Source: an optimization exercise on an open RTL-to-GDS flow (aim: small area). Production flows keep margins and buffers that such runs may drop. In this exercise RTL edits were held to simulation tests only and were not proved equivalent to the original. No driver is modelled on the clock port, so clocking that relies on it looks cheaper here than on a real chip. Power is estimated from default activity; no workload was simulated.

==> flow/design.v <==
module motor_ctrl
  (output logic        pwm,
   output logic        dir,
   output logic [31:0] pulse_width,
   output logic [31:0] rot_cnt,
   input  logic [31:0] target_rot_v,
   input  logic [31:0] p_gain,
   input  logic        sa,
   input  logic        sb,
   input  logic        clk,
   input  logic        rstn);
   logic        sa_q0, sb_q0, sa_q1, sb_q1;
   logic        en, dn, up;
   logic [31:0] cnt_r, cnt_sum;
   logic [16:0] cnt_c;
   logic [15:0] hi_c, hi_pm;
   always_comb begin
      en = sa_q1 ^ sb_q1 ^ sa_q0 ^ sb_q0;
      dn = en & (sa_q1 ^ sb_q0);
      up = en & ~(sa_q1 ^ sb_q0);
      cnt_c[0] = up;
      for (int i = 0; i < 16; i++)
        cnt_c[i+1] = (cnt_r[i] & dn) | (cnt_r[i] & cnt_c[i]) | (dn & cnt_c[i]);
      cnt_sum[15:0] = cnt_r[15:0] ^ {16{dn}} ^ cnt_c[15:0];
      hi_c[0] = ~dn;
      for (int i = 0; i < 15; i++)
        hi_c[i+1] = (cnt_r[16+i] & dn) | (cnt_r[16+i] & hi_c[i]) | (dn & hi_c[i]);
      hi_pm = cnt_r[31:16] ^ {16{dn}} ^ hi_c;
      cnt_sum[31:16] = (cnt_c[16] ^ dn) ? hi_pm : cnt_r[31:16];
   end
   logic [9:0] ph;      
   logic       samp;    
   logic [5:0] pc;      
   always_comb samp = &ph[9:5] & ph[3];       
   logic [10:0] dcnt, dc_a, dc_sum, dc_c;
   logic        dc_dn;     
   always_comb begin
      dc_a    = (samp | ~rstn) ? 11'd0 : dcnt;
      dc_dn   = dn & rstn;
      dc_c[0] = up & rstn;
      for (int i = 0; i < 10; i++)
        dc_c[i+1] = (dc_a[i] & dc_dn) | (dc_a[i] & dc_c[i]) | (dc_dn & dc_c[i]);
      dc_sum = dc_a ^ {11{dc_dn}} ^ dc_c;
   end
   logic [10:0] d_r;
   logic        d_sg, d_hi, p_sg;
   logic        kneg, kpos;
   always_comb begin
      kneg = ~p_sg & cnt_r[31] & ~cnt_r[30];    
      kpos = p_sg & ~cnt_r[31] & cnt_r[30];     
   end
   logic       t_i, d_i, dm_i, u_i, e_i;
   logic       c1, b2, tnz, pend;
   logic [4:0] ti, pi;
   logic       ewin, cwin, ld;
   always_comb begin
      ewin = ~|ph[9:6] & ~(ph[5] & ph[4]);    
      cwin = ~|ph[9:6] & (ph[5] ^ ph[4]);     
      ld   = pend & (ph == 10'd49);
      ti   = ph[4:0] | {5{ph[5]}};
      pi   = {~ph[4], ph[3:0]};
      t_i  = target_rot_v[ti];
      d_i  = (ph[5:0] <= 6'd10) ? d_r[0] : (ph[5] ? d_hi : d_sg);
      dm_i = (ph[5:0] <  6'd8)  ? 1'b0 :
             (ph[5:0] <= 6'd18) ? d_r[3] :
             (ph[5:0] <= 6'd39) ? d_sg : d_hi;
      u_i  = t_i ^ d_i ^ c1;
      e_i  = u_i ^ dm_i ^ b2;
   end
   logic [31:0] pw_r;
   logic [15:0] lo;
   logic        sh_top, sh_off;
   logic [14:0] a_lo;
   logic [15:0] a_hi;
   logic        e_r, e_d, c_r, k_r;
   logic [15:0] la, lb, ls;
   logic [16:0] lc;
   logic [16:0] ha, hb, hs, hc;
   always_comb begin
      ha = {a_hi[15], a_hi};
      hb = {17{e_d}} & {p_gain[31], p_gain[31:16]};
      hc[0] = k_r;
      for (int i = 0; i < 16; i++) hc[i+1] = (ha[i] & hb[i]) | (ha[i] & hc[i]) | (hb[i] & hc[i]);
      hs = ha ^ hb ^ hc;
      la = {hs[0], a_lo};
      lb = {16{e_r}} & p_gain[15:0];
      lc[0] = c_r;
      for (int i = 0; i < 16; i++) lc[i+1] = (la[i] & lb[i]) | (la[i] & lc[i]) | (lb[i] & lc[i]);
      ls = la ^ lb ^ lc[15:0];
      sh_top = ~|ph[9:6] & (ph[5] ? lo[0] : hs[16]);
      sh_off = ~|ph[9:6] & ph[5] & (|ph[4:0]);   
   end
   always_ff @(posedge clk) begin
      lo   <= {ls[0], lo[15:1]};
      a_lo <= ls[15:1];
      k_r  <= lc[16] & ~sh_off;
      a_hi <= {sh_top, hs[15:1]};
      e_r  <= e_i & ewin;
      e_d  <= e_r & ~sh_off;
      c_r  <= pw_r[pi] & cwin;
      c1  <= ~samp & ((t_i & d_i) | (t_i & c1) | (d_i & c1));
      b2  <= ~samp & ((~u_i & dm_i) | (~u_i & b2) | (dm_i & b2));
      tnz <= ~samp & (tnz | t_i);
      d_r <= samp ? dcnt : {d_r[0], d_r[10:1]};
      dcnt <= dc_sum;
      if (samp) begin
         d_sg <= dcnt[10];
         d_hi <= kneg | (~kpos & dcnt[10]);
      end
      if (!rstn) begin
         sa_q0 <= 0; sb_q0 <= 0; sa_q1 <= 0; sb_q1 <= 0;
         cnt_r <= 0;
         ph    <= 0;
         pc    <= 0;
         p_sg  <= 0;
         pend  <= 0;
         pw_r  <= 0;
      end else begin
         sa_q0 <= sa; sb_q0 <= sb; sa_q1 <= sa_q0; sb_q1 <= sb_q0;
         cnt_r <= cnt_sum;
         ph    <= samp ? 10'd0 : ph + 10'd1;
         pc    <= (pc[5] & pc[3]) ? 6'd0 : pc + 6'd1;
         pend  <= pend | samp;
         if (samp) p_sg <= cnt_r[31];
         if (ld) pw_r <= tnz ? {lo, a_hi} : 32'd0;
      end
   end
   always_comb begin
      rot_cnt     = cnt_r;
      pulse_width = pw_r;
      dir         = pw_r[31];
      pwm         = {26'd0, pc} < (pw_r ^ {32{pw_r[31]}});
   end
endmodule
==> flow/config.mk <==
export PLATFORM = sky130hd
export DESIGN_NAME = motor_ctrl
export DESIGN_NICKNAME = motor_ctrl
export VERILOG_FILES = /design/flow/design.v
export SDC_FILE = /design/flow/constraint.sdc
export NUM_CORES = 4
export LEC_CHECK = 0
export CAP_MARGIN = 20
export CORE_MARGIN = 2
export CORE_UTILIZATION = 70
export PLACE_DENSITY = 0.8
export SLEW_MARGIN = 20
==> flow/constraint.sdc <==
create_clock -name core_clock -period 10.0 [get_ports {clk}]
set_input_delay 2.0000 -clock core_clock [delete_from_list [all_inputs] [get_ports {clk}]]
set_output_delay 2.0000 -clock core_clock [all_outputs]
set_load 0.01 [all_outputs]
standard.sh (not shown) runs the stock make flow with config.mk's settings and CLKGATE_MAP_FILE= SYNTH_SCRIPT=/design/flow/synth_recipe.tcl, a recipe that flattens the netlist after the stock synthesis.
==> flow/flow/run.sh <==
#!/bin/bash
# The standard layout, with: the standard synthesis's combinational logic
# re-mapped for area (registers and adders untouched), single-strength port
# buffers, and a clock tree of clkbuf_4 without dummy loads (a buffer close to
# the slew limit is upsized after CTS). Each tool's output goes to its own log
# here and under orfs/logs.
set -euo pipefail
W=$PWD
RES=$W/orfs/results/$FLOW_PLATFORM/motor_ctrl/base
LIB=$FLOW_HOME/platforms/sky130hd/lib/sky130_fd_sc_hd__tt_025C_1v80.lib
export BUFFER_PORTS_ARGS="-buffer_cell sky130_fd_sc_hd__buf_1"
export CTS_ARGS="-sink_clustering_enable -repair_clock_nets -dont_use_dummy_load -buf_list {sky130_fd_sc_hd__clkbuf_4}"
export POST_CTS_TCL=$W/flow/post_cts.tcl
export CLK_UPSIZE_SLEW=0.110

bash standard.sh synth > standard_synth.log 2>&1
cp $RES/1_2_yosys.v $W/standard_synth_netlist.v
REMAP_LIB=$LIB REMAP_IN=$W/standard_synth_netlist.v REMAP_OUT=$W/remapped.v REMAP_TOP=$FLOW_TOP \
  REMAP_SCRIPT=$W/flow/abc_area.script \
  DONT_USE_CELLS="sky130_fd_sc_hd__probe_p_8 sky130_fd_sc_hd__probec_p_8 sky130_fd_sc_hd__lpflow_bleeder_1 sky130_fd_sc_hd__lpflow_clkbufkapwr_1 sky130_fd_sc_hd__lpflow_clkbufkapwr_16 sky130_fd_sc_hd__lpflow_clkbufkapwr_2 sky130_fd_sc_hd__lpflow_clkbufkapwr_4 sky130_fd_sc_hd__lpflow_clkbufkapwr_8 sky130_fd_sc_hd__lpflow_clkinvkapwr_1 sky130_fd_sc_hd__lpflow_clkinvkapwr_16 sky130_fd_sc_hd__lpflow_clkinvkapwr_2 sky130_fd_sc_hd__lpflow_clkinvkapwr_4 sky130_fd_sc_hd__lpflow_clkinvkapwr_8 sky130_fd_sc_hd__lpflow_decapkapwr_12 sky130_fd_sc_hd__lpflow_decapkapwr_3 sky130_fd_sc_hd__lpflow_decapkapwr_4 sky130_fd_sc_hd__lpflow_decapkapwr_6 sky130_fd_sc_hd__lpflow_decapkapwr_8 sky130_fd_sc_hd__lpflow_inputiso0n_1 sky130_fd_sc_hd__lpflow_inputiso0p_1 sky130_fd_sc_hd__lpflow_inputiso1n_1 sky130_fd_sc_hd__lpflow_inputiso1p_1 sky130_fd_sc_hd__lpflow_inputisolatch_1 sky130_fd_sc_hd__lpflow_isobufsrc_1 sky130_fd_sc_hd__lpflow_isobufsrc_16 sky130_fd_sc_hd__lpflow_isobufsrc_2 sky130_fd_sc_hd__lpflow_isobufsrc_4 sky130_fd_sc_hd__lpflow_isobufsrc_8 sky130_fd_sc_hd__lpflow_isobufsrckapwr_16 sky130_fd_sc_hd__lpflow_lsbuf_lh_hl_isowell_tap_1 sky130_fd_sc_hd__lpflow_lsbuf_lh_hl_isowell_tap_2 sky130_fd_sc_hd__lpflow_lsbuf_lh_hl_isowell_tap_4 sky130_fd_sc_hd__lpflow_lsbuf_lh_isowell_4 sky130_fd_sc_hd__lpflow_lsbuf_lh_isowell_tap_1 sky130_fd_sc_hd__lpflow_lsbuf_lh_isowell_tap_2 sky130_fd_sc_hd__lpflow_lsbuf_lh_isowell_tap_4 " \
  $FLOW_HOME/../tools/install/yosys/bin/yosys -c $W/flow/remap.tcl > remap.log 2>&1
cp $W/remapped.v $RES/1_2_yosys.v
rm -f $RES/1_synth.odb $RES/1_synth.sdc
bash standard.sh > standard.log 2>&1
Other scripts of this flow, unchanged in this note and not shown: flow/flow/abc_area.script, flow/flow/post_cts.tcl, flow/flow/remap.tcl
==> next run, changes <==
--- a/flow/design.v
+++ b/flow/design.v
@@ -29,49 +29,40 @@
       cnt_sum[31:16] = (cnt_c[16] ^ dn) ? hi_pm : cnt_r[31:16];
    end
    logic [9:0] ph;      
    logic       samp;    
    logic [5:0] pc;      
    always_comb samp = &ph[9:5] & ph[3];       
-   logic [10:0] dcnt, dc_a, dc_sum, dc_c;
-   logic        dc_dn;     
+   logic [10:0] d_r, p_r;
+   logic        d_sg, d_hi, p_sg, bw;
+   logic        dwin, dfree, d_bit;
    always_comb begin
-      dc_a    = (samp | ~rstn) ? 11'd0 : dcnt;
-      dc_dn   = dn & rstn;
-      dc_c[0] = up & rstn;
-      for (int i = 0; i < 10; i++)
-        dc_c[i+1] = (dc_a[i] & dc_dn) | (dc_a[i] & dc_c[i]) | (dc_dn & dc_c[i]);
-      dc_sum = dc_a ^ {11{dc_dn}} ^ dc_c;
-   end
-   logic [10:0] d_r;
-   logic        d_sg, d_hi, p_sg;
-   logic        kneg, kpos;
-   always_comb begin
-      kneg = ~p_sg & cnt_r[31] & ~cnt_r[30];    
-      kpos = p_sg & ~cnt_r[31] & cnt_r[30];     
+      dwin  = ~|ph[9:4] & (ph[3:0] <= 4'd10);    
+      dfree = ~(~|ph[9:5] & (ph[4:0] <= 5'd18));  
+      d_bit = d_r[0] ^ p_r[0] ^ bw;
    end
    logic       t_i, d_i, dm_i, u_i, e_i;
    logic       c1, b2, tnz, pend;
    logic [4:0] ti, pi;
    logic       ewin, cwin, ld;
    always_comb begin
       ewin = ~|ph[9:6] & ~(ph[5] & ph[4]);    
       cwin = ~|ph[9:6] & (ph[5] ^ ph[4]);     
       ld   = pend & (ph == 10'd49);
       ti   = ph[4:0] | {5{ph[5]}};
       pi   = {~ph[4], ph[3:0]};
       t_i  = target_rot_v[ti];
-      d_i  = (ph[5:0] <= 6'd10) ? d_r[0] : (ph[5] ? d_hi : d_sg);
+      d_i  = (ph[5:0] <= 6'd10) ? d_bit : (ph[5] ? d_hi : d_sg);
       dm_i = (ph[5:0] <  6'd8)  ? 1'b0 :
              (ph[5:0] <= 6'd18) ? d_r[3] :
              (ph[5:0] <= 6'd39) ? d_sg : d_hi;
       u_i  = t_i ^ d_i ^ c1;
       e_i  = u_i ^ dm_i ^ b2;
    end
    logic [31:0] pw_r;
-   logic [15:0] lo;
+   logic [4:0]  lo;
    logic        sh_top, sh_off;
    logic [14:0] a_lo;
    logic [15:0] a_hi;
    logic        e_r, e_d, c_r, k_r;
    logic [15:0] la, lb, ls;
    logic [16:0] lc;
@@ -84,48 +75,53 @@
       hs = ha ^ hb ^ hc;
       la = {hs[0], a_lo};
       lb = {16{e_r}} & p_gain[15:0];
       lc[0] = c_r;
       for (int i = 0; i < 16; i++) lc[i+1] = (la[i] & lb[i]) | (la[i] & lc[i]) | (lb[i] & lc[i]);
       ls = la ^ lb ^ lc[15:0];
-      sh_top = ~|ph[9:6] & (ph[5] ? lo[0] : hs[16]);
+      sh_top = ~|ph[9:6] & (ph[5] ? d_r[0] : hs[16]);
       sh_off = ~|ph[9:6] & ph[5] & (|ph[4:0]);   
    end
    always_ff @(posedge clk) begin
-      lo   <= {ls[0], lo[15:1]};
+      lo   <= {ls[0], lo[4:1]};
       a_lo <= ls[15:1];
       k_r  <= lc[16] & ~sh_off;
       a_hi <= {sh_top, hs[15:1]};
       e_r  <= e_i & ewin;
       e_d  <= e_r & ~sh_off;
       c_r  <= pw_r[pi] & cwin;
       c1  <= ~samp & ((t_i & d_i) | (t_i & c1) | (d_i & c1));
       b2  <= ~samp & ((~u_i & dm_i) | (~u_i & b2) | (dm_i & b2));
       tnz <= ~samp & (tnz | t_i);
-      d_r <= samp ? dcnt : {d_r[0], d_r[10:1]};
-      dcnt <= dc_sum;
+      d_r <= samp ? cnt_r[10:0] : {dwin ? d_bit : (dfree ? lo[0] : d_r[0]), d_r[10:1]};
+      bw  <= ~samp & ((~d_r[0] & p_r[0]) | (~d_r[0] & bw) | (p_r[0] & bw));
       if (samp) begin
-         d_sg <= dcnt[10];
-         d_hi <= kneg | (~kpos & dcnt[10]);
+         d_hi <= ~p_sg & cnt_r[31] & ~cnt_r[30];
+         d_sg <= p_sg & ~cnt_r[31] & cnt_r[30];
+      end else if (ph[3:0] == 4'd10 && ~|ph[9:4]) begin
+         d_sg <= d_bit;
+         d_hi <= d_hi | (~d_sg & d_bit);
       end
       if (!rstn) begin
          sa_q0 <= 0; sb_q0 <= 0; sa_q1 <= 0; sb_q1 <= 0;
          cnt_r <= 0;
          ph    <= 0;
          pc    <= 0;
          p_sg  <= 0;
+         p_r   <= 0;
          pend  <= 0;
          pw_r  <= 0;
       end else begin
          sa_q0 <= sa; sb_q0 <= sb; sa_q1 <= sa_q0; sb_q1 <= sb_q0;
          cnt_r <= cnt_sum;
          ph    <= samp ? 10'd0 : ph + 10'd1;
          pc    <= (pc[5] & pc[3]) ? 6'd0 : pc + 6'd1;
          pend  <= pend | samp;
          if (samp) p_sg <= cnt_r[31];
-         if (ld) pw_r <= tnz ? {lo, a_hi} : 32'd0;
+         p_r   <= {(dwin & pend) ? d_r[0] : p_r[0], p_r[10:1]};
+         if (ld) pw_r <= tnz ? {lo, d_r, a_hi} : 32'd0;
       end
    end
    always_comb begin
       rot_cnt     = cnt_r;
       pulse_width = pw_r;
       dir         = pw_r[31];
=> Final cell count goes down slightly; setup slack gets better by 0.48 ns; total power goes down by a few percent; register-to-register slack gets better by 0.76 ns; non-clock buffer count goes down by 2; final area goes down by a few percent; die area goes down by a few percent; combinational power goes up by a few percent; via count goes down slightly; synthesized area goes down by a few percent; global-route usage goes up by 0.63 points; critical path depth goes down by 5; wire length goes down by a few percent; clock power goes down by a few percent.

re-timing with driven ports:
How much do the figures lean on ideal ports? The routed layouts below were timed once more, with nothing changed but the port constraints.
Step 1, drivers: a clkbuf_16 drives clk and a buf_2 each remaining input, both assumed.
Step 2, shift: input delay + t, output delay - t, t = (earliest + latest rising clock arrival at the registers) / 2. This alone moves slack from input paths to output paths.
Slacks: ideal / step 1 / step 2; pairs: ideal / step 1.
run	shift t [ns]	setup WS [ns]	worst setup path at the end	cell pins on the clock port's net
the first run	0.448	1.204 / 1.204 / 1.204	register to register	1
the second run	0.447	1.689 / 1.703 / 1.256	input to register	1
After both steps setup and hold are still met in every run listed. The setup slack of the second run, which loses most, moves by +0.014 ns with the drivers and by -0.433 ns with both steps.
